This is an optimization exercise on Yosys and OpenROAD, whose aim is small area, a short achievable clock period and few clock cycles, not a production implementation. RTL that was checked went through simulation tests only; none was proved equivalent to the original. Only the layout flow was run in runs 2 to 5; the RTL was not checked for function there. No activity file was given, so power comes from the tool's default toggle rates.

## flow/config.mk

```make
export PLATFORM = sky130hd
export DESIGN_NAME = cpu
export DESIGN_NICKNAME = cpu
export VERILOG_FILES = /design/flow/design.v
export SDC_FILE = /design/flow/constraint.sdc
export NUM_CORES = 4
export LEC_CHECK = 0
export CAP_MARGIN = 20
export CORE_MARGIN = 2
export CORE_UTILIZATION = 40
export CTS_CLUSTER_DIAMETER = 120
export CTS_CLUSTER_SIZE = 25
export SETUP_SLACK_MARGIN = 2.0
export SLEW_MARGIN = 20
export SYNTH_HIERARCHICAL = 1
export SYNTH_MINIMUM_KEEP_SIZE = 0
```

## flow/constraint.sdc

```tcl
create_clock -name core_clock -period 5.5 [get_ports {clk}]
set_input_delay 1.1000 -clock core_clock [delete_from_list [all_inputs] [get_ports {clk}]]
set_output_delay 1.1000 -clock core_clock [all_outputs]
set_load 0.01 [all_outputs]
```

## flow/design.v

```verilog
module FSM_controller(reset, s, load, rep, w_nx, rep_nx, start);
    input reset, s, load, rep;
    output w_nx, rep_nx, start;
    assign w_nx = ~reset & ~(s & ~load);
    assign rep_nx = ~reset & s & ~load;
    assign start = ~reset & ((s & load) | rep);
endmodule
module ALU(g, t, ci, wc, cmp, creg, freg, res, out, f);
    input [15:0] g, t, creg;
    input ci, wc, cmp;
    input [2:0] freg;
    output [15:0] res, out;
    output [2:0] f;
    localparam [15:0] CINV = 16'b0000_0000_1111_0010;
    wire [15:0] c;
    carries cy(.g(g), .t(t), .ci(ci), .c(c));
    wire [15:0] x = t & ~g;
    wire [15:0] r0 = x ^ CINV;
    wire [15:0] r1 = ~x ^ CINV;
    csel16 sres(.c(c), .d0(r0), .d1(r1), .y(res));
    wire [15:0] o0 = wc ? r0 : creg;
    wire [15:0] o1 = wc ? r1 : creg;
    csel16 sout(.c(c), .d0(o0), .d1(o1), .y(out));
    wire z = cmp ? &x : freg[2];
    wire n0 = cmp ? x[15] : freg[1];
    wire n1 = cmp ? ~x[15] : freg[1];
    wire v00 = cmp ? (x[15] ^ x[7]) : freg[0];
    wire v11 = cmp ? ~(x[15] ^ x[7]) : freg[0];
    wire n, v;
    csel1 sn(.c(c[15]), .d0(n0), .d1(n1), .y(n));
    csel4 sv(.c1(c[15]), .c0(c[7]), .d00(v11), .d01(v00), .d10(v00), .d11(v11), .y(v));
    assign f = {z, n, v};
endmodule
module csel16(c, d0, d1, y);
    input [15:0] c, d0, d1;
    output [15:0] y;
    assign y = (c & d1) | (~c & d0);
endmodule
module csel1(c, d0, d1, y);
    input c, d0, d1;
    output y;
    assign y = (c & d1) | (~c & d0);
endmodule
module csel4(c1, c0, d00, d01, d10, d11, y);
    input c1, c0, d00, d01, d10, d11;
    output y;
    reg y;
    always @(*)
        case ({c1, c0})
            2'b00: y = d00;
            2'b01: y = d01;
            2'b10: y = d10;
            default: y = d11;
        endcase
endmodule
module pfx_n(gh, th, gl, tl, ng, nt);
    input gh, th, gl, tl;
    output ng, nt;
    assign ng = ~(gh | (th & gl));
    assign nt = ~(th & tl);
endmodule
module pfx_ng(gh, th, gl, ng);
    input gh, th, gl;
    output ng;
    assign ng = ~(gh | (th & gl));
endmodule
module pfx_p(ngh, nth, ngl, ntl, g, t);
    input ngh, nth, ngl, ntl;
    output g, t;
    assign g = ~(ngh & (nth | ngl));
    assign t = ~(nth | ntl);
endmodule
module pfx_pg(ngh, nth, ngl, g);
    input ngh, nth, ngl;
    output g;
    assign g = ~(ngh & (nth | ngl));
endmodule
module carries(g, t, ci, c);
    input [15:0] g, t;
    input ci;
    output [15:0] c;
    wire [15:0] g0 = {g[14:0], ci};
    wire [15:0] t0 = {t[14:0], 1'b0};
    wire [15:0] g1, t1, g2, t2, g3, t3, g4;    
    genvar i;
    generate
        for (i = 0; i < 16; i = i + 1) begin : l1
            if (i >= 2) begin : nd
                pfx_n u(.gh(g0[i]), .th(t0[i]), .gl(g0[i-1]), .tl(t0[i-1]), .ng(g1[i]), .nt(t1[i]));
            end else if (i == 1) begin : ng
                pfx_ng u(.gh(g0[i]), .th(t0[i]), .gl(g0[i-1]), .ng(g1[i]));
                assign t1[i] = 1'b1;
            end else begin : pass
                assign g1[i] = ~g0[i];
                assign t1[i] = 1'b1;
            end
        end
        for (i = 0; i < 16; i = i + 1) begin : l2
            if (i >= 4) begin : nd
                pfx_p u(.ngh(g1[i]), .nth(t1[i]), .ngl(g1[i-2]), .ntl(t1[i-2]), .g(g2[i]), .t(t2[i]));
            end else if (i >= 2) begin : ng
                pfx_pg u(.ngh(g1[i]), .nth(t1[i]), .ngl(g1[i-2]), .g(g2[i]));
                assign t2[i] = 1'b0;
            end else begin : pass
                assign g2[i] = ~g1[i];
                assign t2[i] = 1'b0;
            end
        end
        for (i = 0; i < 16; i = i + 1) begin : l3
            if (i >= 8) begin : nd
                pfx_n u(.gh(g2[i]), .th(t2[i]), .gl(g2[i-4]), .tl(t2[i-4]), .ng(g3[i]), .nt(t3[i]));
            end else if (i >= 4) begin : ng
                pfx_ng u(.gh(g2[i]), .th(t2[i]), .gl(g2[i-4]), .ng(g3[i]));
                assign t3[i] = 1'b1;
            end else begin : pass
                assign g3[i] = ~g2[i];
                assign t3[i] = 1'b1;
            end
        end
        for (i = 8; i < 16; i = i + 1) begin : l4
            pfx_pg u(.ngh(g3[i]), .nth(t3[i]), .ngl(g3[i-8]), .g(g4[i]));
        end
    endgenerate
    assign c = {g4[15:8], g3[7:4], g2[3:2], g1[1], g0[0]};
endmodule
module shifter (in, shift, sout);
    input [15:0] in;
    input [1:0] shift;
    output [15:0] sout;
    reg [15:0] sout;
    always @(*) begin
        case (shift)
            2'b00: sout = in;                   
            2'b01: sout = {in[14:0], 1'b0};     
            2'b10: sout = {1'b0, in[15:1]};     
            default: sout = {in[15], in[15:1]};  
        endcase
    end
endmodule
module regfile(we, wa, wd, r0, r1, r2, r3, r4, r5, r6, r7, n0, n1, n2, n3, n4, n5, n6, n7);
    input we;
    input [2:0] wa;
    input [15:0] wd;
    input [15:0] r0, r1, r2, r3, r4, r5, r6, r7;
    output [15:0] n0, n1, n2, n3, n4, n5, n6, n7;
    assign n0 = (we && wa == 3'd0) ? wd : r0;
    assign n1 = (we && wa == 3'd1) ? wd : r1;
    assign n2 = (we && wa == 3'd2) ? wd : r2;
    assign n3 = (we && wa == 3'd3) ? wd : r3;
    assign n4 = (we && wa == 3'd4) ? wd : r4;
    assign n5 = (we && wa == 3'd5) ? wd : r5;
    assign n6 = (we && wa == 3'd6) ? wd : r6;
    assign n7 = (we && wa == 3'd7) ? wd : r7;
endmodule
module readport(sel, d0, d1, d2, d3, d4, d5, d6, d7, q);
    input [2:0] sel;
    input [15:0] d0, d1, d2, d3, d4, d5, d6, d7;
    output [15:0] q;
    wire [7:0] oh;
    dec3to8 dec(.sel(sel), .oh(oh));
    ohmux om(.oh(oh), .d0(d0), .d1(d1), .d2(d2), .d3(d3), .d4(d4), .d5(d5), .d6(d6), .d7(d7), .q(q));
endmodule
module dec3to8(sel, oh);
    input [2:0] sel;
    output [7:0] oh;
    assign oh = 8'b1 << sel;
endmodule
module ohmux(oh, d0, d1, d2, d3, d4, d5, d6, d7, q);
    input [7:0] oh;
    input [15:0] d0, d1, d2, d3, d4, d5, d6, d7;
    output [15:0] q;
    assign q = ({16{oh[0]}} & d0) | ({16{oh[1]}} & d1) | ({16{oh[2]}} & d2) | ({16{oh[3]}} & d3) |
               ({16{oh[4]}} & d4) | ({16{oh[5]}} & d5) | ({16{oh[6]}} & d6) | ({16{oh[7]}} & d7);
endmodule
module instruction_decoder(ins, start, wr, wc, cmp, ci, arith, andop, movi, inv, rd);
    input [15:0] ins;
    input start;
    output wr, wc, cmp, ci, arith, andop, movi, inv;
    output [2:0] rd;
    wire [2:0] opcode = ins[15:13];
    wire [1:0] op = ins[12:11];
    wire alu  = (opcode == 3'b101);
    wire mov  = (opcode == 3'b110);
    wire movr = mov && (op == 2'b00);
    wire iscmp = alu && (op == 2'b01);
    assign movi = mov && (op == 2'b10);
    assign wr  = start & (movi | movr | (alu & ~iscmp));
    assign wc  = start & (movr | (alu & ~iscmp));
    assign cmp = start & iscmp;
    assign andop = alu && (op == 2'b10);
    assign ci  = iscmp;
    assign arith = alu && (op[1] == 1'b0);    
    assign inv = alu && op[0];            
    assign rd = movi ? ins[10:8] : ins[7:5];
endmodule
module insmux(rep, in, ir, q);
    parameter n = 16;
    input rep;
    input [n-1:0] in, ir;
    output [n-1:0] q;
    assign q = rep ? ir : in;
endmodule
module datapath(a, b, imm, arith, andop, movi, inv, g, t);
    input [15:0] a, b;
    input [7:0] imm;
    input arith, andop, movi, inv;
    output [15:0] g, t;
    wire [15:0] bx = b ^ {16{inv}};
    wire [15:0] sx = {{8{imm[7]}}, imm};
    wire [15:0] k1 = (a | {16{~andop}}) & {16{~movi}};
    wire [15:0] k0 = (a & {16{arith}}) | (sx & {16{movi}});
    assign g = a & bx & {16{arith}};
    assign t = (bx & k1) | k0;
endmodule
module cpu(clk, reset, s, load, in, out, N, V, Z, w);
    input clk, reset, s, load;
    input [15:0] in;
    output [15:0] out;
    output N, V, Z, w;
    reg w, rep;
    reg [15:0] ir;
    wire w_nx, rep_nx, start;
    FSM_controller ctl(.reset(reset), .s(s), .load(load), .rep(rep),
                       .w_nx(w_nx), .rep_nx(rep_nx), .start(start));
    always @(posedge clk) begin
        w <= w_nx;
        rep <= rep_nx;
        if (load) ir <= in;
    end
    wire [15:0] ins;
    wire [2:0] rn, rm;
    wire [1:0] sh;
    insmux #(16) mi(.rep(rep), .in(in), .ir(ir), .q(ins));
    insmux #(3) mn(.rep(rep), .in(in[10:8]), .ir(ir[10:8]), .q(rn));
    insmux #(3) mm(.rep(rep), .in(in[2:0]), .ir(ir[2:0]), .q(rm));
    insmux #(2) ms(.rep(rep), .in(in[4:3]), .ir(ir[4:3]), .q(sh));
    wire wr1, wc1, cmp1, ci1, arith, andop, movi, inv;
    wire [2:0] rd1;
    instruction_decoder dec(.ins(ins), .start(start), .wr(wr1), .wc(wc1), .cmp(cmp1),
                            .ci(ci1), .arith(arith), .andop(andop), .movi(movi), .inv(inv),
                            .rd(rd1));
    reg [15:0] r0, r1, r2, r3, r4, r5, r6, r7;
    wire [15:0] n0, n1, n2, n3, n4, n5, n6, n7;
    reg wr2;
    reg [2:0] rd2;
    wire [15:0] res;
    regfile rf(.we(wr2), .wa(rd2), .wd(res),
               .r0(r0), .r1(r1), .r2(r2), .r3(r3), .r4(r4), .r5(r5), .r6(r6), .r7(r7),
               .n0(n0), .n1(n1), .n2(n2), .n3(n3), .n4(n4), .n5(n5), .n6(n6), .n7(n7));
    always @(posedge clk) begin
        r0 <= n0; r1 <= n1; r2 <= n2; r3 <= n3;
        r4 <= n4; r5 <= n5; r6 <= n6; r7 <= n7;
    end
    wire [15:0] a, braw, b;
    readport pa(.sel(rn), .d0(n0), .d1(n1), .d2(n2), .d3(n3), .d4(n4), .d5(n5), .d6(n6), .d7(n7), .q(a));
    readport pb(.sel(rm), .d0(n0), .d1(n1), .d2(n2), .d3(n3), .d4(n4), .d5(n5), .d6(n6), .d7(n7), .q(braw));
    shifter shf(.in(braw), .shift(sh), .sout(b));
    wire [15:0] g1, t1;
    datapath dp(.a(a), .b(b), .imm(ins[7:0]), .arith(arith), .andop(andop), .movi(movi), .inv(inv),
                .g(g1), .t(t1));
    reg [15:0] g2, t2, creg;
    reg ci2, wc2, cmp2;
    reg [2:0] freg;
    wire [15:0] out_nx;
    wire [2:0] f_nx;
    always @(posedge clk) begin
        g2 <= g1;
        t2 <= t1;
        ci2 <= ci1;
        wr2 <= wr1;
        wc2 <= wc1;
        cmp2 <= cmp1;
        rd2 <= rd1;
        creg <= out_nx;
        freg <= f_nx;
    end
    ALU alu(.g(g2), .t(t2), .ci(ci2), .wc(wc2), .cmp(cmp2), .creg(creg), .freg(freg),
            .res(res), .out(out_nx), .f(f_nx));
    assign out = out_nx;
    assign {Z, N, V} = f_nx;
endmodule
```

## flow/flow/run.sh

```bash
#!/bin/bash
# Standard synthesis, then the standard layout with port buffers of a
# stronger cell and sizing not held to each cell's footprint.
set -euo pipefail
bash standard.sh synth > synth.log 2>&1
bash standard.sh MATCH_CELL_FOOTPRINT=0 RECOVER_POWER=50 'BUFFER_PORTS_ARGS=-buffer_cell sky130_fd_sc_hd__buf_4' finish > layout.log 2>&1
```

## flow/standard.sh

```bash
#!/bin/bash
# synth_recipe.tcl (not shown) runs the flow's synth.tcl, then flattens the netlist and writes it again
# the make line also repeats each setting of config.mk as NAME=value (left out here)
make -C /OpenROAD-flow-scripts/flow DESIGN_CONFIG=/design/flow/config.mk WORK_HOME=/design/flow/orfs CLKGATE_MAP_FILE= SYNTH_SCRIPT=/design/flow/synth_recipe.tcl "${@:-finish}"
```

==> summary.md, run 1 <==
| Metric | Value |
|---|---|
| Outcome | `finished with violations` |
| SO Viols | `capacitance limit, slew limit` |
| R2r startpoint | `rd2[1]` |
| Total CTS buffers | `12` |
| DRT met1 WL | `12.4 mm` |
| Syn nets | `1019` |
| VDD IR max | `~0.00018 V` |
| Top cell type's share of synthesized area | `0.345` |
| Ys Warns | `9` |
| CP Launch Type | `flip-flop` |
| Gr usage total | `0.192` |
| Worst hold stages | `2` |
| Met2 Routed Length | `12.8 mm` |
| Die footprint | `0.0286 mm2` |
| Synth area leaders | `dfxtp_1 34%, mux2_2 15%, a22oi_1 8.5%` |
| Worst skew pair latency | `0.48 ns` |
| Data required time at the worst endpoint | `about 4.4 ns` |
| H-tree depth | `1` |
| Antenna fix cells | `0` |
| Share of cells above drive strength 1 | `0.298` |
| Worst hold path type | `reg -> reg` |
| Most common cell in the netlist | `dfxtp_1` |
| Yosys cell types | `50` |
| Post-synth top flop | `dfxtp_1` |
| Post-Synthesis Cells | `999` |
| DR WL met3 | `1.36 mm` |
| Clock Sink Count | `just over 200` |
| DR pass1 iterations | `5` |
| Reg2Reg Capture Point | `t2[4]` |
| Lkg Pwr | `0.00424 uW` |
| Sequential fraction of the synthesis area | `0.389` |
| Final nets | `1005` |
| Drc violations | `0` |
| Die width | `169 um` |
| Post-synth EDFFs | `16` |
| Drt initial violations | `450` |
| Port Buffers | `39` |
| Area of the multi-input gates | `approximately 0.0059 mm2` |
| Register area | `between 0.004 and 0.005 mm2` |
| First-pass GRT wire length | `42.8 mm` |
| GPL Wtd Cong | `0.872` |
| Routed Antenna Nets | `0` |
| Synth Register Bits | `204` |
| Syn Area/Cell | `between 10 and 15 um2` |
| CORE AREA | `0.0269 mm2` |
| Max Clock Freq | `0.237 GHz` |
| Power Total | `slightly below 3000 uW` |
| Root Buffer | `clkbuf_16` |
| Largest net degree at the start of global routing | `around 50` |
| Worst-path clk slew | `0.10 ns` |
| Post-Syn Area | `around 0.011 mm2` |
| Post-CTS Repair Setup Buffers | `0` |
| Max-Cap Viols | `3` |
| Setup violators final | `0` |
| Cts repair resizes | `5` |
| FP Rows | `60` |
| Wire per inst | `20.8 um` |
| Initial core utilization | `0.406` |
| Final wirelength | `about 28 mm` |
| Fin. Hold Viols | `0` |
| Worst slew pin tran | `~2 ns` |
| Max Fanout on Critical Path | `48` |
| R2r worst-path depth | `8` |
| DR top layer | `met4` |
| Post-synth top cells | `188 x dfxtp_1, 150 x mux2_2, 123 x a22oi_1` |
| CTS tree | `done` |
| IO Pins | `40` |
| Tmin final | `4.22 ns` |
| DP HPWL | `18.9 mm` |
| Fin cells | `1328` |
| Die Y-Extent | `169 um` |
| Worst setup EP type | `output pin` |
| Async S/R FF share, synth | `0` |
| Grt ovf | `0` |
| Rel. slew slack | `-0.338` |
| RSZ-0062 raised after global routing | `yes` |
| Post-Place Cells | `1312` |
| Pins Over Slew Limit | `49` |
| Power per cell area | `256 mW/mm2` |
| Area growth syn-to-layout | `3.85%` |
| Final Cycle Share | `0.766` |
| Via density | `5.77` |
| Hold Buf Count CTS | `0` |
| Hold EP | `freg[2]` |
| Final Util | `0.422` |
| Leading area contributor after synthesis | `dfxtp_1` |
| Worst hold start | `freg[2]` |
| Setup_tns | `0 ns` |
| Max clock buf depth | `3` |
| Final Skew | `about 0.029 ns` |
| Initial antenna violation count | `0` |
| # fillers | `2637` |
| R2R setup slack | `about 1.5 ns` |
| Vias in the first global route | `7576` |
| Worst path arrival time | `around 3.1 ns` |
| Kind of critical path | `reg -> out` |
| Via count | `7665` |
==> placed cells by master (no fill, tap or decap), drive strengths merged, types with 24 or more instances in the layout <==
cell type | netlist | routed
a21oi | 47 | 47
nor2 | 52 | 52
o21ai | 37 | 37
nand4 | 36 | 36
nand2 | 63 | 63
nor2b | 30 | 30
dfxtp | 188 | 188
a22oi | 129 | 129
mux2 | 206 | 206
buf | 74 | 30
clkbuf | 6 | 37
inv | 24 | 24
==> cell type report <==
type | instances | share of cell area
flip-flops and latches | 204 | 0.374
multi-input cells | 691 | 0.518
clock inverters | 1 | 0.00265
inverters | 24 | 0.00794
well taps | 341 | 0.0376
repair buffers | 52 | 0.0298
clock buffers | 15 | 0.0293
==> sequential cells by signal (all words and copies together) (netlist names) <==
name	cells
creg	16
g2	16
ir	16
r0	16
r1	16
r2	16
r3	16
r4	16
r5	16
r6	16
r7	16
t2	16
freg	3
rd2	3
ci2	1
cmp2	1
rep	1
w	1
wc2	1
wr2	1
==> logic make-up after synthesis <==
| kind of cell | after synthesis | synth area share |
|---|---|---|
| compound gates | 232 | 0.160 |
| simple gates | 220 | 0.114 |
| flops | 204 | 0.389 |
| buf+inv | 104 | 0.0763 |
| xor+xnor | 17 | 0.0136 |
| mux | 222 | 0.247 |
==> power by group <==
group	leakage [uW]	internal, uW	switching (uW)
clock	0.000174	441	508
combinational	0.00238	158	210
sequential	0.00168	1560	32.6
total	0.00424	2160	751
==> worst max-delay path by stage <==
stage,slack (ns),from,to
2_1_floorplan,2.60,in[0],t2[15]
3_3_place_gp,1.93,ci2,t2[14]
3_5_place_dp,1.90,ci2,t2[15]
4_1_cts,1.90,t2[7],V
5_1_grt,1.00,wc2,out[10]
6_report,1.28,wc2,out[13]
==> critical path: stages (launching register included) <==
cell	delay (ns)
dfxtp_1	0.32
clkbuf_1	1.42
mux2_2	0.45
mux2_4	0.28
buf_4	0.15
==> per-module statistics from Yosys (local to each module, per instance), excerpt <==
module	cells inside	flops+latches
csel1	1	0
shifter	52	0
ohmux	96	0
regfile	151	0
ALU	108	0
cpu	204	204
instruction_decoder	21	0
csel4	1	0
pfx_p	2	0
FSM_controller	5	0
dec3to8	8	0
pfx_pg	1	0
==> metal layers <==
layer / track usage / up-vias
li1: - / 3658
met1: 0.252 / 3746
met5: 0 / -
met4: 0.0747 / 0
met2: 0.316 / 205
met3: 0.0340 / 56
==> stage by stage <==
| stage | area (um2) | hold slack (ns) | setup slack (ns) |
|---|---|---|---|
| after floorplan | 10900 | 0.456 | 2.60 |
| after global placement | 11100 | 0.440 | 1.93 |
| after detailed placement | 11100 | 0.436 | 1.90 |
| after CTS | 11500 | 0.463 | 1.90 |
| after global routing | 11300 | 0.499 | 1.00 |
| final | 11300 | 0.470 | 1.28 |
Testbench counts, summed over its fixed seeds: cycles 6,000.
==> inputs of run 2 (changes only) <==
--- a/flow/design.v
+++ b/flow/design.v
@@ -129,11 +129,14 @@
     output [15:0] sout;
-    reg [15:0] sout;
-    always @(*) begin
-        case (shift)
-            2'b00: sout = in;                   
-            2'b01: sout = {in[14:0], 1'b0};     
-            2'b10: sout = {1'b0, in[15:1]};     
-            default: sout = {in[15], in[15:1]};  
-        endcase
-    end
+    wire [3:0] oh;    
+    assign oh = {shift == 2'b11, shift[1], shift == 2'b01, shift == 2'b00};
+    shmux m(.oh(oh), .in(in), .sout(sout));
+endmodule
+module shmux(oh, in, sout);
+    input [3:0] oh;
+    input [15:0] in;
+    output [15:0] sout;
+    wire [16:0] up = {1'b0, in};           
+    wire [15:0] dn = {in[14:0], 1'b0};     
+    assign sout = ({16{oh[0]}} & in) | ({16{oh[1]}} & dn) | ({16{oh[2]}} & up[16:1]) |
+                  ({oh[3] & in[15], 15'b0});
 endmodule
==> flow/flow/run.sh (replaced) <==
#!/bin/bash
# Standard synthesis, then the standard layout with port buffers of a
# stronger cell and sizing not held to each cell's footprint.
set -euo pipefail
bash standard.sh synth > synth.log 2>&1
bash standard.sh MATCH_CELL_FOOTPRINT=0 'BUFFER_PORTS_ARGS=-buffer_cell sky130_fd_sc_hd__buf_4' finish > layout.log 2>&1
==> run 2 against run 1 <==
Against the previous run:
- the run now finishes clean
- final cell count is 0.30% lower
- count of clock-buffer cells in the layout did not move
- synthesized area fell by 0.74%
- global-route usage grew 0.58 points
- critical path type unchanged
==> summary.md, run 2 <==
| Metric | Value |
|---|---|
| Outcome | `timing/DRC/antenna clean` |
| Simple-gate share of the synthesized area | `0.112 (-0.00261)` |
| Worst setup path endpoint | `V` |
| Root Buffer | `clkbuf_16` |
| Post-Synthesis Cells | `985 (-1.4%)` |
| Main combinational cell family by area after synthesis | `multiplexers` |
| Setup violators final | `0 (unchanged)` |
| Final instance area | `0.0116 mm2 (+2.5%)` |
| Reg2Reg Capture Point | `t2[11]` |
| Largest net degree at the start of global routing | `49 (unchanged)` |
| Max Clock Freq | `0.293 GHz (+24%)` |
| Ys Warns | `8 (-1)` |
| Initial core utilization | `0.405 (-0.00190)` |
| Worst hold path type | `reg -> reg` |
| Area growth syn-to-layout | `7.29%` |
| Synth Area in XOR/XNOR | `0.0137 (+0.000102)` |
| Drc violations | `0 (unchanged)` |
| Synth Area in Adders | `0 (unchanged)` |
| Final nets | `1001 (-0.40%)` |
| FP Rows | `60 (unchanged)` |
| GPL Wtd Cong | `0.854 (-2.1%)` |
| Max-Cap Viols | `0 (-3)` |
| Rel. slew slack | `0.291 (+0.628)` |
| Area of placed instances | `0.0110 mm2 (-0.45%)` |
| H-tree depth | `1 (unchanged)` |
| Antenna fix cells | `0 (unchanged)` |
| Vias in the first global route | `7511 (-0.86%)` |
| CTS tree | `done` |
| Via density | `5.89 (+2.1%)` |
| Final wirelength | `28.6 mm (+3.5%)` |
| Most common cell in the netlist | `dfxtp_1` |
| Hold Buf Count CTS | `0 (unchanged)` |
| Most frequent cells in the layout | `177 x dfxtp_1, 150 x mux2_2, 123 x a22oi_1` |
| Total CTS buffers | `12 (unchanged)` |
| Post-synth EDFFs | `16 (unchanged)` |
| Synth area leaders | `dfxtp_1 35%, mux2_2 16%, a22oi_1 8.5%` |
| Post-synth top cells | `188 x dfxtp_1, 150 x mux2_2, 123 x a22oi_1` |
| Sequential fraction of the synthesis area | `0.391 (+0.00291)` |
| IO Pins | `40 (unchanged)` |
| DP HPWL | `19.3 mm (+2.6%)` |
| Worst setup EP type | `output pin` |
| RSZ-0062 raised after global routing | `yes` |
| Synth Area in Compound Gates | `0.168 (+0.00778)` |
| Fin. Hold Viols | `0 (unchanged)` |
| Clock Sink Count | `204 (unchanged)` |
| R2R setup slack | `2.15 ns (+0.61 ns)` |
| Final Skew | `0.0369 ns (+0.00825 ns)` |
| Syn Area/Cell | `11.0 um2 (+0.67%)` |
| Drt initial violations | `839 (+86%)` |
| Worst skew pair latency | `0.49 ns (about the same)` |
| Wire per inst | `21.6 um (+3.8%)` |
| WHS | `0.458 ns (-0.0119 ns)` |
| Power Total | `2940 uW (+1.0%)` |
| Worst path arrival time | `2.31 ns (-0.81 ns)` |
| Final Cycle Share | `0.620 (-0.146)` |
| Worst Setup SP | `t2[7]` |
| Kind of critical path | `reg -> out` |
| CORE AREA | `0.0268 mm2 (-0.28%)` |
| First-pass GRT wire length | `43.6 mm (+2.0%)` |
| Pins Over Slew Limit | `0 (-100%)` |
| Mux cell area share after synthesis | `0.235 (-0.0120)` |
| Die width | `169 um (-0.37%)` |
| Syn nets | `1005 (-1.4%)` |
| Routed Antenna Nets | `0 (unchanged)` |
| Max clock buf depth | `3 (unchanged)` |
| Gr usage total | `0.198 (+0.00581)` |
| Data required time at the worst endpoint | `4.40 ns (about the same)` |
| DR pass1 iterations | `6 (+1)` |
| R2r startpoint | `g2[0]` |
| Yosys cell types | `50 (unchanged)` |
| Post-Syn Area | `0.0108 mm2 (-0.74%)` |
| Grt ovf | `0 (unchanged)` |
| Synth Register Bits | `204 (unchanged)` |
| Die Y-Extent | `169 um (-0.37%)` |
| Initial antenna violation count | `0 (unchanged)` |
| Tmin final | `3.41 ns (-0.803 ns)` |
| Final Util | `0.434 (+0.0120)` |
| Share of cells above drive strength 1 | `0.403 (+0.105)` |
| Post-synth top flop | `dfxtp_1` |
| Port Buffers | `39 (unchanged)` |
| Top cell type's share of synthesized area | `0.347 (+0.00258)` |
| Lkg Pwr | `0.00444 uW (+4.8%)` |
| Worst-path clk slew | `0.10 ns (about the same)` |
| Worst slew pin tran | `1.06 ns (-0.944 ns)` |
| CP Launch Type | `flip-flop` |
| Async S/R FF share, synth | `0 (unchanged)` |
| Leading area contributor after synthesis | `dfxtp_1` |
| Power per cell area | `253 mW/mm2 (-1.5%)` |
| Via count | `7801 (+1.8%)` |
| Max Fanout on Critical Path | `6 (-88%)` |
| R2r worst-path depth | `12 (+4)` |
| Die footprint | `0.0284 mm2 (-0.73%)` |
| Commonest non-fill, non-tap cell in the layout | `dfxtp_1` |
| Setup_tns | `0 ns (unchanged)` |
| VDD IR max | `0.000230 V (+28%)` |
==> run 2: metal layers <==
layer / vias to the layer above / share of wire / GRT usage
met2: 271 / 0.47 / 0.330
met5: - / 0 / 0
met1: 3834 / 0.45 / 0.271
met4: 0 / 0.023 / 0.0566
li1: 3651 / - / -
met3: 45 / 0.060 / 0.0248
==> run 2: power breakdown <==
group | leakage, uW | switching (uW) | internal (uW) | total [uW]
sequential | 0.00168 | 38.3 | 1560 | 1600
clock | 0.000174 | 521 | 441 | 962
combinational | 0.00258 | 214 | 165 | 379
total | 0.00444 | 773 | 2160 | 2940
==> run 2: logic make-up (layout without fill, tap and decap cells) <==
logic type             count (synthesis)  after routing
flip-flops                           204            204
AND/OR/NAND/NOR                      209            209
AO/OA/AOI/OAI                        232            232
multiplexers                         207            207
buffers and inverters                116            114
XOR/XNOR                              17             17
==> run 2: per-module statistics from Yosys, one instance, submodules excluded, a selection <==
module / area (um2) / flops+latches / times used / cells
ALU: 703 / 0 / 1 / 108
cpu: 4240 / 204 / 1 / 204
csel1: 15.0 / 0 / 1 / 1
csel16: 240 / 0 / 2 / 16
csel4: 22.5 / 0 / 1 / 1
dec3to8: 65.1 / 0 / 2 / 8
pfx_p: 12.5 / 0 / 12 / 2
regfile: 1710 / 0 / 1 / 151
shmux: 243 / 0 / 1 / 35
==> run 2: worst min path at each step <==
stage | depth (start not counted) | endpoint | start | slack (ns)
floorplan | 1 | r0[14] | r0[14] | 0.46
global placement | 2 | freg[2] | freg[2] | 0.44
detailed placement | 2 | freg[2] | freg[2] | 0.45
CTS | 2 | freg[2] | freg[2] | 0.47
global route | 2 | freg[2] | freg[2] | 0.50
finish | 2 | freg[2] | freg[2] | 0.46
==> run 2: area by class of cell <==
| cell class | instances | area [um2] |
|---|---|---|
| fillers | 2501 | 15200 |
| multi-input cells | 665 | 5990 |
| flip-flops and latches | 204 | 4260 |
| repair buffers | 60 | 450 |
| well taps | 341 | 427 |
| clock buffers | 15 | 333 |
| inverters | 38 | 143 |
| clock inverters | 1 | 30.0 |
==> run 2: metrics by stage <==
stage                     std cells  worst slack (ns)
after floorplan                 985              2.43
after global placement         1301              1.75
after detailed placement       1301              1.71
after CTS                      1319              1.95
after global routing           1324              1.97
final                          1324              2.09
==> run 2: worst max-delay path, stage by stage, from the launching register on <==
cell,delay (ns)
dfxtp_1,0.41
nor2b_2,0.35
xnor2_1,0.14
mux2_2,0.28
mux4_2,0.49
buf_4,0.16
==> run 2: timing repair <==
action | 4_1_cts | 5_1_grt
setup buffers | 2 | 5
endpoints found under the setup margin | 21 | 29
resized for setup | 13 | 36
cloned | 0 | 0
pin swaps | 1 | 15
==> inputs of run 3 (changes only) <==
--- a/flow/design.v
+++ b/flow/design.v
@@ -125,19 +125,2 @@
 endmodule
-module shifter (in, shift, sout);
-    input [15:0] in;
-    input [1:0] shift;
-    output [15:0] sout;
-    wire [3:0] oh;    
-    assign oh = {shift == 2'b11, shift[1], shift == 2'b01, shift == 2'b00};
-    shmux m(.oh(oh), .in(in), .sout(sout));
-endmodule
-module shmux(oh, in, sout);
-    input [3:0] oh;
-    input [15:0] in;
-    output [15:0] sout;
-    wire [16:0] up = {1'b0, in};           
-    wire [15:0] dn = {in[14:0], 1'b0};     
-    assign sout = ({16{oh[0]}} & in) | ({16{oh[1]}} & dn) | ({16{oh[2]}} & up[16:1]) |
-                  ({oh[3] & in[15], 15'b0});
-endmodule
 module regfile(we, wa, wd, r0, r1, r2, r3, r4, r5, r6, r7, n0, n1, n2, n3, n4, n5, n6, n7);
@@ -205,8 +188,17 @@
 endmodule
-module datapath(a, b, imm, arith, andop, movi, inv, g, t);
+module datapath(a, b, sh, imm, arith, andop, movi, inv, g, t);
     input [15:0] a, b;
     input [7:0] imm;
+    input [1:0] sh;
     input arith, andop, movi, inv;
     output [15:0] g, t;
-    wire [15:0] bx = b ^ {16{inv}};
+    reg [15:0] bs;    
+    always @(*)
+        case (sh)
+            2'b00: bs = b;                   
+            2'b01: bs = {b[14:0], 1'b0};     
+            2'b10: bs = {1'b0, b[15:1]};     
+            default: bs = {b[15], b[15:1]};  
+        endcase
+    wire [15:0] bx = bs ^ {16{inv}};
     wire [15:0] sx = {{8{imm[7]}}, imm};
@@ -256,8 +248,7 @@
     end
-    wire [15:0] a, braw, b;
+    wire [15:0] a, braw;
     readport pa(.sel(rn), .d0(n0), .d1(n1), .d2(n2), .d3(n3), .d4(n4), .d5(n5), .d6(n6), .d7(n7), .q(a));
     readport pb(.sel(rm), .d0(n0), .d1(n1), .d2(n2), .d3(n3), .d4(n4), .d5(n5), .d6(n6), .d7(n7), .q(braw));
-    shifter shf(.in(braw), .shift(sh), .sout(b));
     wire [15:0] g1, t1;
-    datapath dp(.a(a), .b(b), .imm(ins[7:0]), .arith(arith), .andop(andop), .movi(movi), .inv(inv),
+    datapath dp(.a(a), .b(braw), .sh(sh), .imm(ins[7:0]), .arith(arith), .andop(andop), .movi(movi), .inv(inv),
                 .g(g1), .t(t1));
==> run 3 against run 2 <==
Against the previous run:
- still clean
- worst hold slack gained 0.0073 ns
- sequential share of layout area fell by 0.34 points
- via count grew 0.58%
- critical endpoint unchanged
- largest cell class unchanged
- utilization about the same
- clock skew is 0.0054 ns lower
- global-route usage shrank 0.39 points
- non-clock buffer count grew 3
- synthesized area up 1.2%
- critical path depth is the same
- critical path type unchanged
==> summary.md, run 3 <==
| Metric | Value |
|---|---|
| Outcome | `timing/DRC/antenna clean` |
| Power per cell area | `252 mW/mm2 (-0.24%)` |
| Final nets | `1017 (+1.6%)` |
| Met2 Use GR | `0.311 (-0.0187)` |
| Critical path's largest stage delay | `0.57 ns (+0.08 ns)` |
| Most common cell in the netlist | `dfxtp_1` |
| # fillers | `2577 (+3.0%)` |
| Gr usage total | `0.194 (-0.00387)` |
| Pins Over Slew Limit | `0 (unchanged)` |
| GPL Wtd Cong | `0.830 (-2.8%)` |
| Max-Cap Viols | `0 (unchanged)` |
| CORE AREA | `0.0270 mm2 (+0.56%)` |
| Die width | `170 um (+0.58%)` |
| Kind of critical path | `reg -> out` |
| Post-synth EDFFs | `16 (unchanged)` |
| Register area | `0.00425 mm2 (-0.35%)` |
| Ys Warns | `9 (+1)` |
| Most frequent cells in the layout | `187 x dfxtp_1, 150 x mux2_2, 123 x a22oi_1` |
| Final Skew | `0.0315 ns (-0.00545 ns)` |
| CTS tree | `done` |
| H-tree depth | `1 (unchanged)` |
| Wire per inst | `21.3 um (-1.5%)` |
| Commonest non-fill, non-tap cell in the layout | `dfxtp_1` |
| VDD IR max | `0.000248 V (+7.9%)` |
| Synth Register Bits | `204 (unchanged)` |
| Top delay family on crit path | `compound AO/OA/AOI/OAI gates` |
| Clock Sink Count | `204 (unchanged)` |
| Most Crowded Layer GR | `met2` |
| Top cell type's share of synthesized area | `0.343 (-0.00412)` |
| Share of cells above drive strength 1 | `0.382 (-0.0208)` |
| Max Clock Freq | `0.295 GHz (+0.53%)` |
| Hold Buf Count CTS | `0 (unchanged)` |
| Final Cycle Share | `0.617 (-0.00327)` |
| Syn Area/Cell | `11.0 um2 (-0.52%)` |
| R2r worst-path depth | `12 (unchanged)` |
| Reg2Reg Capture Point | `t2[10]` |
| Crit path buffers/inverters | `1 (unchanged)` |
| Antenna fix cells | `0 (unchanged)` |
| Worst path arrival time | `2.29 ns (-0.02 ns)` |
| Lkg Pwr | `0.00456 uW (+2.7%)` |
| First-pass GRT wire length | `43.3 mm (-0.79%)` |
| Via count | `7846 (+0.58%)` |
| R2R setup slack | `2.17 ns (+0.02 ns)` |
| R2r startpoint | `t2[8]` |
| Drc violations | `0 (unchanged)` |
| Sequential fraction of the synthesis area | `0.387 (-0.00464)` |
| Setup_tns | `0 ns (unchanged)` |
| Synth area leaders | `dfxtp_1 34%, mux2_2 15%, a22oi_1 8.4%` |
| Worst slew pin tran | `1.10 ns (+0.0409 ns)` |
| RSZ-0062 raised after global routing | `yes` |
| Tmin final | `3.39 ns (-0.0180 ns)` |
| Yosys cell types | `51 (+2.0%)` |
| Post-Synthesis Cells | `1002 (+1.7%)` |
| Worst setup EP type | `output pin` |
| Initial antenna violation count | `0 (unchanged)` |
| Area of the multi-input gates | `0.00605 mm2 (+1.0%)` |
| Final wirelength | `28.5 mm (-0.21%)` |
| Critical-path cell list | `a21oi_4 > o21ai_4 > a21oi_4 > mux4_2 > buf_4` |
| Setup violators final | `0 (unchanged)` |
| FP Rows | `60 (unchanged)` |
| Routed Antenna Nets | `0 (unchanged)` |
| Met1 global-route usage | `0.273 (+0.00243)` |
| Initial core utilization | `0.407 (+0.00257)` |
| Port Buffers | `39 (unchanged)` |
| DP HPWL | `19.7 mm (+1.6%)` |
| Vias in the first global route | `7478 (-0.44%)` |
| Worst hold path type | `reg -> reg` |
| Leading area contributor after synthesis | `dfxtp_1` |
| Data required time at the worst endpoint | `4.40 ns (about the same)` |
| Post-synth top flop | `dfxtp_1` |
| Grt ovf | `0 (unchanged)` |
| Rel. slew slack | `0.264 (-0.0265)` |
| DR pass1 iterations | `7 (+1)` |
| Syn nets | `1022 (+1.7%)` |
| Area growth syn-to-layout | `6.65%` |
| Largest net degree at the start of global routing | `49 (unchanged)` |
| Most common cell on crit path | `a21oi_4` |
| Worst skew pair latency | `0.49 ns (about the same)` |
| Root Buffer | `clkbuf_16` |
| IO Pins | `40 (unchanged)` |
| Hold EP | `freg[2]` |
| Async S/R FF share, synth | `0 (unchanged)` |
| Max Fanout on Critical Path | `5 (-1)` |
| Drt initial violations | `633 (-25%)` |
| Met3 usage | `0.0280 (+0.00320)` |
| Die footprint | `0.0288 mm2 (+1.2%)` |
| Post-synth top cells | `188 x dfxtp_1, 150 x mux2_2, 123 x a22oi_1` |
| Final Util | `0.434 (about the same)` |
| Post-Syn Area | `0.0110 mm2 (+1.2%)` |
| Die Y-Extent | `170 um (+0.58%)` |
| Max clock buf depth | `3 (unchanged)` |
| Worst hold start | `freg[2]` |
| Slowest stage cell, crit path | `mux4_2` |
| Worst-path clk slew | `0.10 ns (about the same)` |
| Worst hold stages | `2 (unchanged)` |
| Total CTS buffers | `12 (unchanged)` |
| CP Launch Type | `flip-flop` |
| Fin. Hold Viols | `0 (unchanged)` |
| Via density | `5.85 (-0.70%)` |
run 3: Yosys stat by module, one instance, submodules excluded, a selection:
module | cell area [um2] | copies in the design | flip-flops and latches | cells
cpu | 4240 | 1 | 204 | 204
carries | 75.1 | 1 | 0 | 12
csel1 | 15.0 | 1 | 0 | 1
pfx_pg | 5.00 | 10 | 0 | 1
csel16 | 240 | 2 | 0 | 16
pfx_n | 12.5 | 22 | 0 | 2
pfx_p | 12.5 | 12 | 0 | 2
instruction_decoder | 160 | 1 | 0 | 21
regfile | 1710 | 1 | 0 | 151
run 3: logic make-up (layout without fill, tap and decap cells):
family | count (synthesis) | in the layout | synth area share
simple gates | 190 | 190 | 0.106
xor+xnor | 18 | 18 | 0.0144
buf+inv | 121 | 119 | 0.0797
mux | 221 | 221 | 0.245
flops | 204 | 204 | 0.387
compound gates | 248 | 248 | 0.168
run 3: where the power goes:
part	leakage (uW)	switching, uW	total [uW]	internal, uW
logic	0.00271	213	382	169
registers	0.00168	39.8	1600	1560
clock network	0.000176	526	968	442
total	0.00456	780	2950	2170
run 3: routing by layer:
metal | routed length [um] | vias up | part of all wire
met4 | 734 | 0 | 0.026
met5 | 0 | - | 0
met2 | 12800 | 221 | 0.45
li1 | - | 3692 | -
met1 | 13600 | 3888 | 0.48
met3 | 1330 | 45 | 0.047
run 3: worst min-delay path, delay by kind of cell, from the launching register on:
| family | cells | cell delay (ns) |
|---|---|---|
| flops | 1 | 0.32 |
| compound gates | 1 | 0.06 |
| simple gates | 1 | 0.06 |
run 3: cell type report:
cell class,instances,area share
well taps,341,0.0365
inverters,39,0.0125
repair buffers,63,0.0404
flip-flops and latches,204,0.363
multi-input cells,677,0.517
clock inverters,2,0.00214
clock buffers,15,0.0284
run 3: worst max path at each step:
stage / startpoint / to / slack (ns) / depth (start not counted)
after global placement: in[0] / t2[4] / 1.80 / 10
after floorplan: in[2] / t2[10] / 2.54 / 10
after CTS: t2[7] / V / 1.88 / 5
after detailed placement: in[0] / t2[9] / 1.76 / 10
final: t2[0] / V / 2.11 / 5
after global routing: t2[2] / t2[13] / 1.99 / 12
run 3: through the flow:
step	setup WS, ns	cell area, um2	power (uW)	cells	hold WS (ns)
after floorplan	2.54	11000	1910	1002	0.456
after global placement	1.80	11100	2000	1314	0.443
after detailed placement	1.76	11100	2010	1314	0.440
after CTS	1.88	11500	2970	1334	0.473
after global routing	1.99	11700	3050	1341	0.506
final	2.11	11700	2950	1341	0.465
run 3: what timing repair did:
action	in CTS	in global routing
gates resized for setup	3	22
setup buffers	3	7
setup endpoints to repair	17	32
pin swaps	2	2
==> inputs of run 4 (changes only) <==
--- a/flow/design.v
+++ b/flow/design.v
@@ -125,2 +125,16 @@
 endmodule
+module shifter (in, shift, sout);
+    input [15:0] in;
+    input [1:0] shift;
+    output [15:0] sout;
+    reg [15:0] sout;
+    always @(*) begin
+        case (shift)
+            2'b00: sout = in;                   
+            2'b01: sout = {in[14:0], 1'b0};     
+            2'b10: sout = {1'b0, in[15:1]};     
+            default: sout = {in[15], in[15:1]};  
+        endcase
+    end
+endmodule
 module regfile(we, wa, wd, r0, r1, r2, r3, r4, r5, r6, r7, n0, n1, n2, n3, n4, n5, n6, n7);
@@ -144,5 +158,9 @@
     output [15:0] q;
-    wire [7:0] oh;
-    dec3to8 dec(.sel(sel), .oh(oh));
-    ohmux om(.oh(oh), .d0(d0), .d1(d1), .d2(d2), .d3(d3), .d4(d4), .d5(d5), .d6(d6), .d7(d7), .q(q));
+    wire [7:0] ohl, ohh;
+    dec3to8 decl(.sel(sel), .oh(ohl));
+    dec3to8 dech(.sel(sel), .oh(ohh));
+    ohmux oml(.oh(ohl), .d0(d0[7:0]), .d1(d1[7:0]), .d2(d2[7:0]), .d3(d3[7:0]),
+              .d4(d4[7:0]), .d5(d5[7:0]), .d6(d6[7:0]), .d7(d7[7:0]), .q(q[7:0]));
+    ohmux omh(.oh(ohh), .d0(d0[15:8]), .d1(d1[15:8]), .d2(d2[15:8]), .d3(d3[15:8]),
+              .d4(d4[15:8]), .d5(d5[15:8]), .d6(d6[15:8]), .d7(d7[15:8]), .q(q[15:8]));
 endmodule
@@ -155,6 +173,6 @@
     input [7:0] oh;
-    input [15:0] d0, d1, d2, d3, d4, d5, d6, d7;
-    output [15:0] q;
-    assign q = ({16{oh[0]}} & d0) | ({16{oh[1]}} & d1) | ({16{oh[2]}} & d2) | ({16{oh[3]}} & d3) |
-               ({16{oh[4]}} & d4) | ({16{oh[5]}} & d5) | ({16{oh[6]}} & d6) | ({16{oh[7]}} & d7);
+    input [7:0] d0, d1, d2, d3, d4, d5, d6, d7;
+    output [7:0] q;
+    assign q = ({8{oh[0]}} & d0) | ({8{oh[1]}} & d1) | ({8{oh[2]}} & d2) | ({8{oh[3]}} & d3) |
+               ({8{oh[4]}} & d4) | ({8{oh[5]}} & d5) | ({8{oh[6]}} & d6) | ({8{oh[7]}} & d7);
 endmodule
@@ -188,17 +206,8 @@
 endmodule
-module datapath(a, b, sh, imm, arith, andop, movi, inv, g, t);
+module datapath(a, b, imm, arith, andop, movi, inv, g, t);
     input [15:0] a, b;
     input [7:0] imm;
-    input [1:0] sh;
     input arith, andop, movi, inv;
     output [15:0] g, t;
-    reg [15:0] bs;    
-    always @(*)
-        case (sh)
-            2'b00: bs = b;                   
-            2'b01: bs = {b[14:0], 1'b0};     
-            2'b10: bs = {1'b0, b[15:1]};     
-            default: bs = {b[15], b[15:1]};  
-        endcase
-    wire [15:0] bx = bs ^ {16{inv}};
+    wire [15:0] bx = b ^ {16{inv}};
     wire [15:0] sx = {{8{imm[7]}}, imm};
@@ -248,7 +257,8 @@
     end
-    wire [15:0] a, braw;
+    wire [15:0] a, braw, b;
     readport pa(.sel(rn), .d0(n0), .d1(n1), .d2(n2), .d3(n3), .d4(n4), .d5(n5), .d6(n6), .d7(n7), .q(a));
     readport pb(.sel(rm), .d0(n0), .d1(n1), .d2(n2), .d3(n3), .d4(n4), .d5(n5), .d6(n6), .d7(n7), .q(braw));
+    shifter shf(.in(braw), .shift(sh), .sout(b));
     wire [15:0] g1, t1;
-    datapath dp(.a(a), .b(braw), .sh(sh), .imm(ins[7:0]), .arith(arith), .andop(andop), .movi(movi), .inv(inv),
+    datapath dp(.a(a), .b(b), .imm(ins[7:0]), .arith(arith), .andop(andop), .movi(movi), .inv(inv),
                 .g(g1), .t(t1));
==> run 4 against run 3 <==
Against the previous run:
- critical endpoint unchanged
- largest power group unchanged
- count of clock-buffer cells in the layout grew 1
- via count is 0.92% higher
- register-to-register slack is essentially flat
- worst hold slack improved by 0.0080 ns
- still clean on timing, DRC and antenna
- fmax shrank 1.0%
- cell area grew 0.19%
==> summary.md, run 4 <==
| Metric | Value |
|---|---|
| Total CTS buffers | `12 (unchanged)` |
| Most common cell in the netlist | `dfxtp_1` |
| Wire per inst | `21.7 um (+2.1%)` |
| R2r worst-path depth | `12 (unchanged)` |
| RSZ-0062 raised after global routing | `yes` |
| Reg2Reg Capture Point | `t2[10]` |
| Most frequent cells in the layout | `187 x dfxtp_1, 150 x mux2_2, 117 x a22oi_1` |
| Tmin final | `3.43 ns (+0.0353 ns)` |
| Initial antenna violation count | `0 (unchanged)` |
| VDD IR max | `0.000148 V (-40%)` |
| First-pass GRT wire length | `44.9 mm (+3.7%)` |
| Max Fanout on Critical Path | `6 (+1)` |
| Area growth syn-to-layout | `6.48%` |
| Final nets | `1023 (+0.59%)` |
| Leading area contributor after synthesis | `dfxtp_1` |
| Fin. Hold Viols | `0 (unchanged)` |
| Share of cells above drive strength 1 | `0.381 (-0.00128)` |
| Max clock buf depth | `3 (unchanged)` |
| Drc violations | `0 (unchanged)` |
| Slowest stage cell, crit path | `mux4_2` |
| Worst slew pin tran | `0.983 ns (-0.121 ns)` |
| Clock Sink Count | `204 (unchanged)` |
| Post-place setup slack | `1.76 ns (+0.00135 ns)` |
| IO Pins | `40 (unchanged)` |
| Commonest non-fill, non-tap cell in the layout | `dfxtp_1` |
| Final wirelength | `29.2 mm (+2.5%)` |
| Grt ovf | `0 (unchanged)` |
| Worst setup EP type | `output pin` |
| Drt initial violations | `781 (+23%)` |
| Worst hold start | `freg[2]` |
| Final worst setup slack | `2.07 ns (-0.0353 ns)` |
| Max-Cap Viols | `0 (unchanged)` |
| R2R setup slack | `2.17 ns (about the same)` |
| Vias in the first global route | `7602 (+1.7%)` |
| Root Buffer | `clkbuf_16` |
| CP Launch Type | `flip-flop` |
| Syn nets | `1035 (+1.3%)` |
| Worst hold path type | `reg -> reg` |
| Levels on crit path | `5 (unchanged)` |
| CORE AREA | `0.0270 mm2 (+0.28%)` |
| Crit path buffers/inverters | `1 (unchanged)` |
| FP Rows | `60 (unchanged)` |
| Worst skew pair latency | `0.48 ns (about the same)` |
| Setup violators final | `0 (unchanged)` |
| CTS tree | `done` |
| GPL Wtd Cong | `0.887 (+6.8%)` |
| Routed Antenna Nets | `0 (unchanged)` |
| Gr usage total | `0.200 (+0.00616)` |
| Critical path's largest stage delay | `0.49 ns (-0.08 ns)` |
| Post-synth EDFFs | `16 (unchanged)` |
| Via density | `5.88 (+0.47%)` |
| Final Skew | `0.0256 ns (-0.00591 ns)` |
| Kind of critical path | `reg -> out` |
| Outcome | `timing/DRC/antenna clean` |
| Data required time at the worst endpoint | `4.40 ns (about the same)` |
| Post-synth top cells | `188 x dfxtp_1, 150 x mux2_2, 117 x a22oi_1` |
| Ys Warns | `9 (unchanged)` |
| Post-CTS Repair Setup Buffers | `0 (-3)` |
| Synth Register Bits | `204 (unchanged)` |
| Largest net degree at the start of global routing | `49 (unchanged)` |
| R2r startpoint | `t2[1]` |
| Power per cell area | `252 mW/mm2 (+0.17%)` |
| Max Clock Freq | `0.292 GHz (-1.0%)` |
| DP HPWL | `21.0 mm (+6.6%)` |
| Pins Over Slew Limit | `0 (unchanged)` |
| Worst-path clk slew | `0.11 ns (about the same)` |
| Synth area leaders | `dfxtp_1 34%, mux2_2 15%, a22oi_1 8.0%` |
| Die Y-Extent | `170 um (+0.17%)` |
| Post-synth top flop | `dfxtp_1` |
| Initial core utilization | `0.407 (about the same)` |
| Yosys cell types | `50 (-2.0%)` |
| Antenna fix cells | `0 (unchanged)` |
| Die width | `170 um (+0.17%)` |
| Hold EP | `freg[2]` |
| Post-Syn Area | `0.0110 mm2 (+0.35%)` |
| Die footprint | `0.0289 mm2 (+0.35%)` |
| Port Buffers | `39 (unchanged)` |
| Rel. slew slack | `0.345 (+0.0804)` |
| Sequential fraction of the synthesis area | `0.385 (-0.00136)` |
| Top cell type's share of synthesized area | `0.342 (-0.00121)` |
| Worst hold stages | `2 (unchanged)` |
| H-tree depth | `1 (unchanged)` |
| Critical-path cell list | `nor2b_2 > xnor2_1 > mux2_2 > mux4_2 > buf_4` |
| Top delay family on crit path | `multiplexers` |
| Syn Area/Cell | `10.8 um2 (-0.93%)` |
| DR pass1 iterations | `5 (-2)` |
| Final Cycle Share | `0.624 (+0.00642)` |
| Lkg Pwr | `0.00440 uW (-3.5%)` |
| Via count | `7918 (+0.92%)` |
| Setup_tns | `0 ns (unchanged)` |
| Async S/R FF share, synth | `0 (unchanged)` |
| Post-Synthesis Cells | `1015 (+1.3%)` |
| Worst path arrival time | `2.33 ns (+0.04 ns)` |
==> run 4: cell types whose count changed in the layout (fill, tap and decap cells not counted), moves of 8 or more <==
cell | before | now
nor2_1 | 35 | 50
xnor2_1 | 5 | 17
nand2_1 | 40 | 63
a221o_1 | 15 | 0
nor2b_1 | 9 | 24
and2_1 | 15 | 0
xor2_1 | 13 | 0
nor3b_1 | 0 | 9
o311ai_1 | 0 | 8
inv_1 | 39 | 24
a21oi_1 | 35 | 19
and3_1 | 9 | 1
buf_4 | 63 | 54
==> run 4: worst register-to-register path, stage by stage (launching register included) <==
cell and delay [ns]:
dfxtp_1 0.45, nand2_1 0.16, o21ai_4 0.24, inv_1 0.07
o21ai_1 0.35, mux2_4 0.39, mux2_2 0.30, a22oi_1 0.20
nand4_1 0.24, mux2i_1 0.19, o21ai_0 0.13, xnor2_1 0.18
o311ai_1 0.32
==> run 4: worst max-delay path by stage <==
stage | startpoint | endpoint | slack, ns
final | t2[7] | V | 2.07
after CTS | t2[7] | V | 1.89
after global placement | ci2 | t2[15] | 1.70
after floorplan | in[2] | t2[0] | 2.66
after detailed placement | ci2 | t2[15] | 1.76
after global routing | t2[7] | V | 1.97
==> run 4: modules after synthesis, one instance, submodules excluded, excerpt <==
module / cell area [um2] / copies in the design / flip-flops and latches / cells
ALU: 703 / 1 / 0 / 108
cpu: 4240 / 1 / 204 / 204
csel16: 240 / 2 / 0 / 16
datapath: 591 / 1 / 0 / 95
dec3to8: 65.1 / 4 / 0 / 8
instruction_decoder: 160 / 1 / 0 / 21
pfx_n: 12.5 / 22 / 0 / 2
pfx_pg: 5.00 / 10 / 0 / 1
==> run 4: logic make-up after synthesis <==
logic type	count (synthesis)	share of synthesized area
xor gates and xnor gates	17	0.0135
muxes	222	0.245
AOI/OAI and AO/OA	232	0.161
DFF	204	0.385
and+or+nand+nor	236	0.125
buffers and inverters	104	0.0691
==> run 4: where the power goes <==
part	internal, uW	switching, uW	total (uW)
logic	173	222	395
registers	1560	38.6	1600
clock network	444	523	967
==> run 4: layout make-up <==
class                      count  area (um2)
clock inverter                 1        30.0
fill                        2532       15300
timing repair buffer          54         405
multi-input combinational    707        6190
sequential                   204        4250
tap                          341         427
clock buffer                  16         337
inverter                      24        90.1
==> run 4: repair_timing <==
item	4_1_cts	5_1_grt
pin swaps	0	1
setup endpoints to repair	13	23
endpoints found under the hold margin	0	0
hold buffers	0	0
resized for setup	6	19
==> run 4: per-stage QoR <==
step	cell area (um2)	std cells	hold WS, ns	power, uW	utilization
finish	11700	1347	0.473	2960	0.434
global route	11700	1347	0.488	3070	0.434
CTS	11600	1347	0.472	2970	0.430
detailed placement	11200	1330	0.444	2010	0.415
global placement	11200	1330	0.446	2000	0.415
floorplan	11000	1015	0.456	1910	-
==> run 4: layer usage <==
layer  routed length (um)  share of wire  track usage  vias to the layer above
met4                  842          0.029       0.0520                        0
met3                 1510          0.052       0.0337                       61
met1                13600           0.47        0.279                     3873
met2                13300           0.45        0.322                      258
li1                     -              -            -                     3726
met5                    0              0            0                        -
==> inputs of run 5 (changes only) <==
--- a/flow/design.v
+++ b/flow/design.v
@@ -9,3 +9,4 @@
     input [15:0] g, t, creg;
-    input ci, wc, cmp;
+    input ci, cmp;
+    input [3:0] wc;    
     input [2:0] freg;
@@ -20,4 +21,5 @@
     csel16 sres(.c(c), .d0(r0), .d1(r1), .y(res));
-    wire [15:0] o0 = wc ? r0 : creg;
-    wire [15:0] o1 = wc ? r1 : creg;
+    wire [15:0] ws = {{4{wc[3]}}, {4{wc[2]}}, {4{wc[1]}}, {4{wc[0]}}};
+    wire [15:0] o0 = (ws & r0) | (~ws & creg);
+    wire [15:0] o1 = (ws & r1) | (~ws & creg);
     csel16 sout(.c(c), .d0(o0), .d1(o1), .y(out));
@@ -158,26 +160,20 @@
     output [15:0] q;
-    wire [7:0] ohl, ohh;
-    dec3to8 decl(.sel(sel), .oh(ohl));
-    dec3to8 dech(.sel(sel), .oh(ohh));
-    ohmux oml(.oh(ohl), .d0(d0[7:0]), .d1(d1[7:0]), .d2(d2[7:0]), .d3(d3[7:0]),
-              .d4(d4[7:0]), .d5(d5[7:0]), .d6(d6[7:0]), .d7(d7[7:0]), .q(q[7:0]));
-    ohmux omh(.oh(ohh), .d0(d0[15:8]), .d1(d1[15:8]), .d2(d2[15:8]), .d3(d3[15:8]),
-              .d4(d4[15:8]), .d5(d5[15:8]), .d6(d6[15:8]), .d7(d7[15:8]), .q(q[15:8]));
-endmodule
-module dec3to8(sel, oh);
-    input [2:0] sel;
-    output [7:0] oh;
-    assign oh = 8'b1 << sel;
-endmodule
-module ohmux(oh, d0, d1, d2, d3, d4, d5, d6, d7, q);
-    input [7:0] oh;
-    input [7:0] d0, d1, d2, d3, d4, d5, d6, d7;
-    output [7:0] q;
-    assign q = ({8{oh[0]}} & d0) | ({8{oh[1]}} & d1) | ({8{oh[2]}} & d2) | ({8{oh[3]}} & d3) |
-               ({8{oh[4]}} & d4) | ({8{oh[5]}} & d5) | ({8{oh[6]}} & d6) | ({8{oh[7]}} & d7);
-endmodule
-module instruction_decoder(ins, start, wr, wc, cmp, ci, arith, andop, movi, inv, rd);
+    reg [15:0] q;
+    always @(*) begin
+        case (sel)
+            3'd0: q = d0;
+            3'd1: q = d1;
+            3'd2: q = d2;
+            3'd3: q = d3;
+            3'd4: q = d4;
+            3'd5: q = d5;
+            3'd6: q = d6;
+            default: q = d7;
+        endcase
+    end
+endmodule
+module instruction_decoder(ins, start, wr, cmp, ci, arith, andop, movi, inv, rd);
     input [15:0] ins;
     input start;
-    output wr, wc, cmp, ci, arith, andop, movi, inv;
+    output wr, cmp, ci, arith, andop, movi, inv;
     output [2:0] rd;
@@ -191,3 +187,2 @@
     assign wr  = start & (movi | movr | (alu & ~iscmp));
-    assign wc  = start & (movr | (alu & ~iscmp));
     assign cmp = start & iscmp;
@@ -205,2 +200,10 @@
     assign q = rep ? ir : in;
+endmodule
+module ctlwc(opc, start, wc);
+    input [4:0] opc;    
+    input start;
+    output wc;
+    wire alu = (opc[4:2] == 3'b101);
+    wire movr = (opc == 5'b110_00);
+    assign wc = start & (movr | (alu & (opc[1:0] != 2'b01)));
 endmodule
@@ -240,7 +243,14 @@
     insmux #(2) ms(.rep(rep), .in(in[4:3]), .ir(ir[4:3]), .q(sh));
-    wire wr1, wc1, cmp1, ci1, arith, andop, movi, inv;
+    wire wr1, cmp1, ci1, arith, andop, movi, inv;
+    wire [3:0] wc1;
     wire [2:0] rd1;
-    instruction_decoder dec(.ins(ins), .start(start), .wr(wr1), .wc(wc1), .cmp(cmp1),
+    instruction_decoder dec(.ins(ins), .start(start), .wr(wr1), .cmp(cmp1),
                             .ci(ci1), .arith(arith), .andop(andop), .movi(movi), .inv(inv),
                             .rd(rd1));
+    genvar k;
+    generate
+        for (k = 0; k < 4; k = k + 1) begin : cs
+            ctlwc c(.opc(ins[15:11]), .start(start), .wc(wc1[k]));
+        end
+    endgenerate
     reg [15:0] r0, r1, r2, r3, r4, r5, r6, r7;
@@ -265,3 +275,4 @@
     reg [15:0] g2, t2, creg;
-    reg ci2, wc2, cmp2;
+    reg ci2, cmp2;
+    reg [3:0] wc2;    
     reg [2:0] freg;
==> run 5 against run 4 <==
Against the previous run:
- fmax grew 0.59%
- sequential share of layout area shrank 1.7 points
- global-route usage is essentially flat
- largest power group unchanged
- critical path depth grew 3
- critical endpoint is now t2[4]
- cell area grew 7.0%
- clock power shrank 0.4%
==> summary.md, run 5 <==
| Metric | Value |
|---|---|
| Hold Buf Count CTS | `0 (unchanged)` |
| First-pass GRT wire length | `47.8 mm (+6.5%)` |
| Via count | `8546 (+7.9%)` |
| Die Y-Extent | `174 um (+2.1%)` |
| Kind of critical path | `in -> reg` |
| Gr usage total | `0.200 (-0.000432)` |
| Die width | `174 um (+2.1%)` |
| Register area | `0.00433 mm2 (+1.9%)` |
| Tmin final | `3.41 ns (-0.0200 ns)` |
| Port Buffers | `39 (unchanged)` |
| Wire per inst | `20.5 um (-5.4%)` |
| Post-Synthesis Cells | `1113 (+9.7%)` |
| GPL Wtd Cong | `0.863 (-2.7%)` |
| Syn nets | `1133 (+9.5%)` |
| Max clock buf depth | `3 (unchanged)` |
| Max-Cap Viols | `0 (unchanged)` |
| Most common cell in the netlist | `dfxtp_1` |
| Die footprint | `0.0301 mm2 (+4.3%)` |
| Rel. slew slack | `0.345 (+0.000523)` |
| Final Skew | `0.0215 ns (-0.00408 ns)` |
| Post-synth top flop | `dfxtp_1` |
| FP Rows | `62 (+3.3%)` |
| Drt initial violations | `714 (-8.6%)` |
| Syn Area/Cell | `10.3 um2 (-4.8%)` |
| Area of placed instances | `0.0118 mm2 (+4.8%)` |
| Worst hold start | `freg[2]` |
| Area growth syn-to-layout | `9.14%` |
| R2r startpoint | `rep` |
| Largest net degree at the start of global routing | `46 (-6.1%)` |
| # fillers | `2720 (+7.4%)` |
| Antenna fix cells | `0 (unchanged)` |
| Synth Register Bits | `207 (+1.5%)` |
| VDD IR max | `0.000235 V (+58%)` |
| Setup_tns | `0 ns (unchanged)` |
| Max Fanout on Critical Path | `45 (+39)` |
| Top cell type's share of synthesized area | `0.333 (-0.00914)` |
| Worst setup EP type | `flip-flop` |
| Worst hold path type | `reg -> reg` |
| Grt ovf | `0 (unchanged)` |
| Final nets | `1126 (+10%)` |
| Outcome | `timing/DRC/antenna clean` |
| Initial antenna violation count | `0 (unchanged)` |
| Share of cells above drive strength 1 | `0.375 (-0.00560)` |
| CP Launch Type | `input port` |
| Final wirelength | `30.6 mm (+4.8%)` |
| DR pass1 iterations | `5 (unchanged)` |
| Post-synth top cells | `191 x dfxtp_1, 156 x mux2_2, 110 x nand2_1` |
| Fin. Hold Viols | `0 (unchanged)` |
| Worst skew pair latency | `0.48 ns (about the same)` |
| Vias in the first global route | `8224 (+8.2%)` |
| Root Buffer | `clkbuf_16` |
| H-tree depth | `1 (unchanged)` |
| RSZ-0062 raised after global routing | `yes` |
| Most frequent cells in the layout | `174 x dfxtp_1, 154 x mux2_2, 105 x nand2_1` |
| CTS tree | `done` |
| Yosys cell types | `63 (+26%)` |
| Post-synth EDFFs | `16 (unchanged)` |
| Worst-path clk slew | `0.10 ns (about the same)` |
| Post-Syn Area | `0.0115 mm2 (+4.4%)` |
| Power per cell area | `312 mW/mm2 (+24%)` |
| Commonest non-fill, non-tap cell in the layout | `dfxtp_1` |
| Pins Over Slew Limit | `0 (unchanged)` |
| Final instance area | `0.0125 mm2 (+7.0%)` |
| Worst path arrival time | `3.78 ns (+1.45 ns)` |
| Drc violations | `0 (unchanged)` |
| Initial core utilization | `0.404 (-0.00370)` |
| Total CTS buffers | `12 (unchanged)` |
| Area of the multi-input gates | `0.00678 mm2 (+9.6%)` |
| IO Pins | `40 (unchanged)` |
| Sequential fraction of the synthesis area | `0.374 (-0.0110)` |
| Ys Warns | `10 (+1)` |
| Routed Antenna Nets | `0 (unchanged)` |
| Clock Sink Count | `207 (+1.5%)` |
| CORE AREA | `0.0285 mm2 (+5.3%)` |
| Via density | `5.72 (-2.6%)` |
| Worst slew pin tran | `0.982 ns (-0.000784 ns)` |
| Async S/R FF share, synth | `0 (unchanged)` |
| Final Cycle Share | `0.620 (-0.00363)` |
| Leading area contributor after synthesis | `dfxtp_1` |
| Synth area leaders | `dfxtp_1 33%, mux2_2 15%, mux2_4 7.6%` |
| DP HPWL | `21.3 mm (+1.5%)` |
| Setup violators final | `0 (unchanged)` |
| Lkg Pwr | `0.00480 uW (+9.2%)` |
| Max Clock Freq | `0.293 GHz (+0.59%)` |
| Worst Setup SP | `in[9]` |
| Data required time at the worst endpoint | `5.87 ns (+1.47 ns)` |
==> run 5: per-stage QoR <==
step	utilization	worst slack [ns]	power [uW]	hold WS (ns)	std cells
2_1_floorplan	-	2.44	2640	0.450	1113
3_3_place_gp	0.413	1.47	2920	0.435	1460
3_5_place_dp	0.413	1.45	2940	0.442	1460
4_1_cts	0.428	2.00	3910	0.468	1478
5_1_grt	0.441	1.95	4120	0.477	1493
6_report	0.441	2.09	3910	0.466	1493
==> run 5: layout make-up <==
type	count	area share
multi-input combinational	797	0.541
clock buffer	15	0.0265
sequential	207	0.345
timing repair buffer	64	0.0403
tap	384	0.0383
clock inverter	2	0.00199
inverter	24	0.00718
==> run 5: timing repair <==
item                       4_1_cts  5_1_grt
gates resized for setup         16       59
setup endpoints to repair       27       26
buffers inserted                 1       15
hold endpoints to repair         0        0
pin swaps                        1        7
==> run 5: cells by family after synthesis <==
group | after synthesis | synth area share
flip-flops | 207 | 0.374
multiplexers | 238 | 0.251
AO/OA/AOI/OAI | 277 | 0.176
buffers and inverters | 109 | 0.0612
AND/OR/NAND/NOR | 265 | 0.124
XOR/XNOR | 17 | 0.0130
==> run 5: worst paths after layout <==
kind | cells after the start | to | slack, ns
setup / recovery | 8 | t2[4] | 2.09
hold reg to reg | 2 | freg[2] | 0.47
setup reg to reg | 7 | t2[4] | 2.12
hold / removal | 2 | freg[2] | 0.47
==> run 5: where the power goes <==
| group | internal, uW | leakage (uW) | switching (uW) | total, uW |
|---|---|---|---|---|
| clock | 439 | 0.000174 | 524 | 963 |
| combinational | 533 | 0.00291 | 598 | 1130 |
| sequential | 1710 | 0.00172 | 104 | 1820 |
| total | 2690 | 0.00480 | 1230 | 3910 |
==> run 5: layer usage <==
layer / vias to the layer above / part of all wire / GRT usage
met4: 0 / 0.026 / 0.0583
met2: 253 / 0.47 / 0.332
met1: 4198 / 0.45 / 0.273
met5: - / 0 / 0
met3: 42 / 0.047 / 0.0243
li1: 4053 / - / -
==> run 5: worst max-delay path: stages <==
cell	delay (ns)
buf_4	0.12
mux2_2	0.60
and2_1	0.38
nand2_1	0.63
nor2_1	0.09
a41oi_1	0.46
nor2b_1	0.09
o311ai_0	0.29
==> run 5: modules after synthesis, one instance, submodules excluded, excerpt <==
module               area (um2)  times used
instruction_decoder         161           1
FSM_controller             33.8           1
ALU                         719           1
ctlwc                      32.5           4
pfx_p                      12.5          12
cpu                        4300           1
shifter                     340           1
carries                    75.1           1
pfx_pg                     5.00          10
pfx_n                      12.5          22
pfx_ng                     8.76           5
csel16                      240           2
csel1                      15.0           1

## separate check: timing with driven ports
Ports are ideal in the flow. The routed layouts listed here were re-timed in OpenROAD.
Step 1 (the two cells are an assumption about what drives the block):
set clk [get_ports {clk}]
set_driving_cell -lib_cell sky130_fd_sc_hd__clkbuf_16 $clk
set_driving_cell -lib_cell sky130_fd_sc_hd__buf_2 [delete_from_list [all_inputs] $clk]
Step 2 times the ports against the registers' clock, not the clock port: input delays grow and output delays shrink by t, the midpoint of the rising clock arrivals with the driver on.
a / b / c = ideal ports / drivers / drivers and shift; a / b = the first two.
run	t, ns	setup WS [ns]	worst register clock-pin slew, ns
run 1	0.516	1.285 / 1.237 / 1.538	0.11 / 0.11
run 2	0.516	2.087 / 2.039 / 1.868	0.11 / 0.11
run 3	0.522	2.105 / 2.058 / 1.688	0.11 / 0.11
run 4	0.516	2.070 / 2.024 / 1.950	0.11 / 0.11
run 5	0.520	2.090 / 2.069 / 1.598	0.11 / 0.11
For run 5, which loses most, drivers alone change the setup slack by -0.021 ns; drivers and shift together by -0.492 ns.
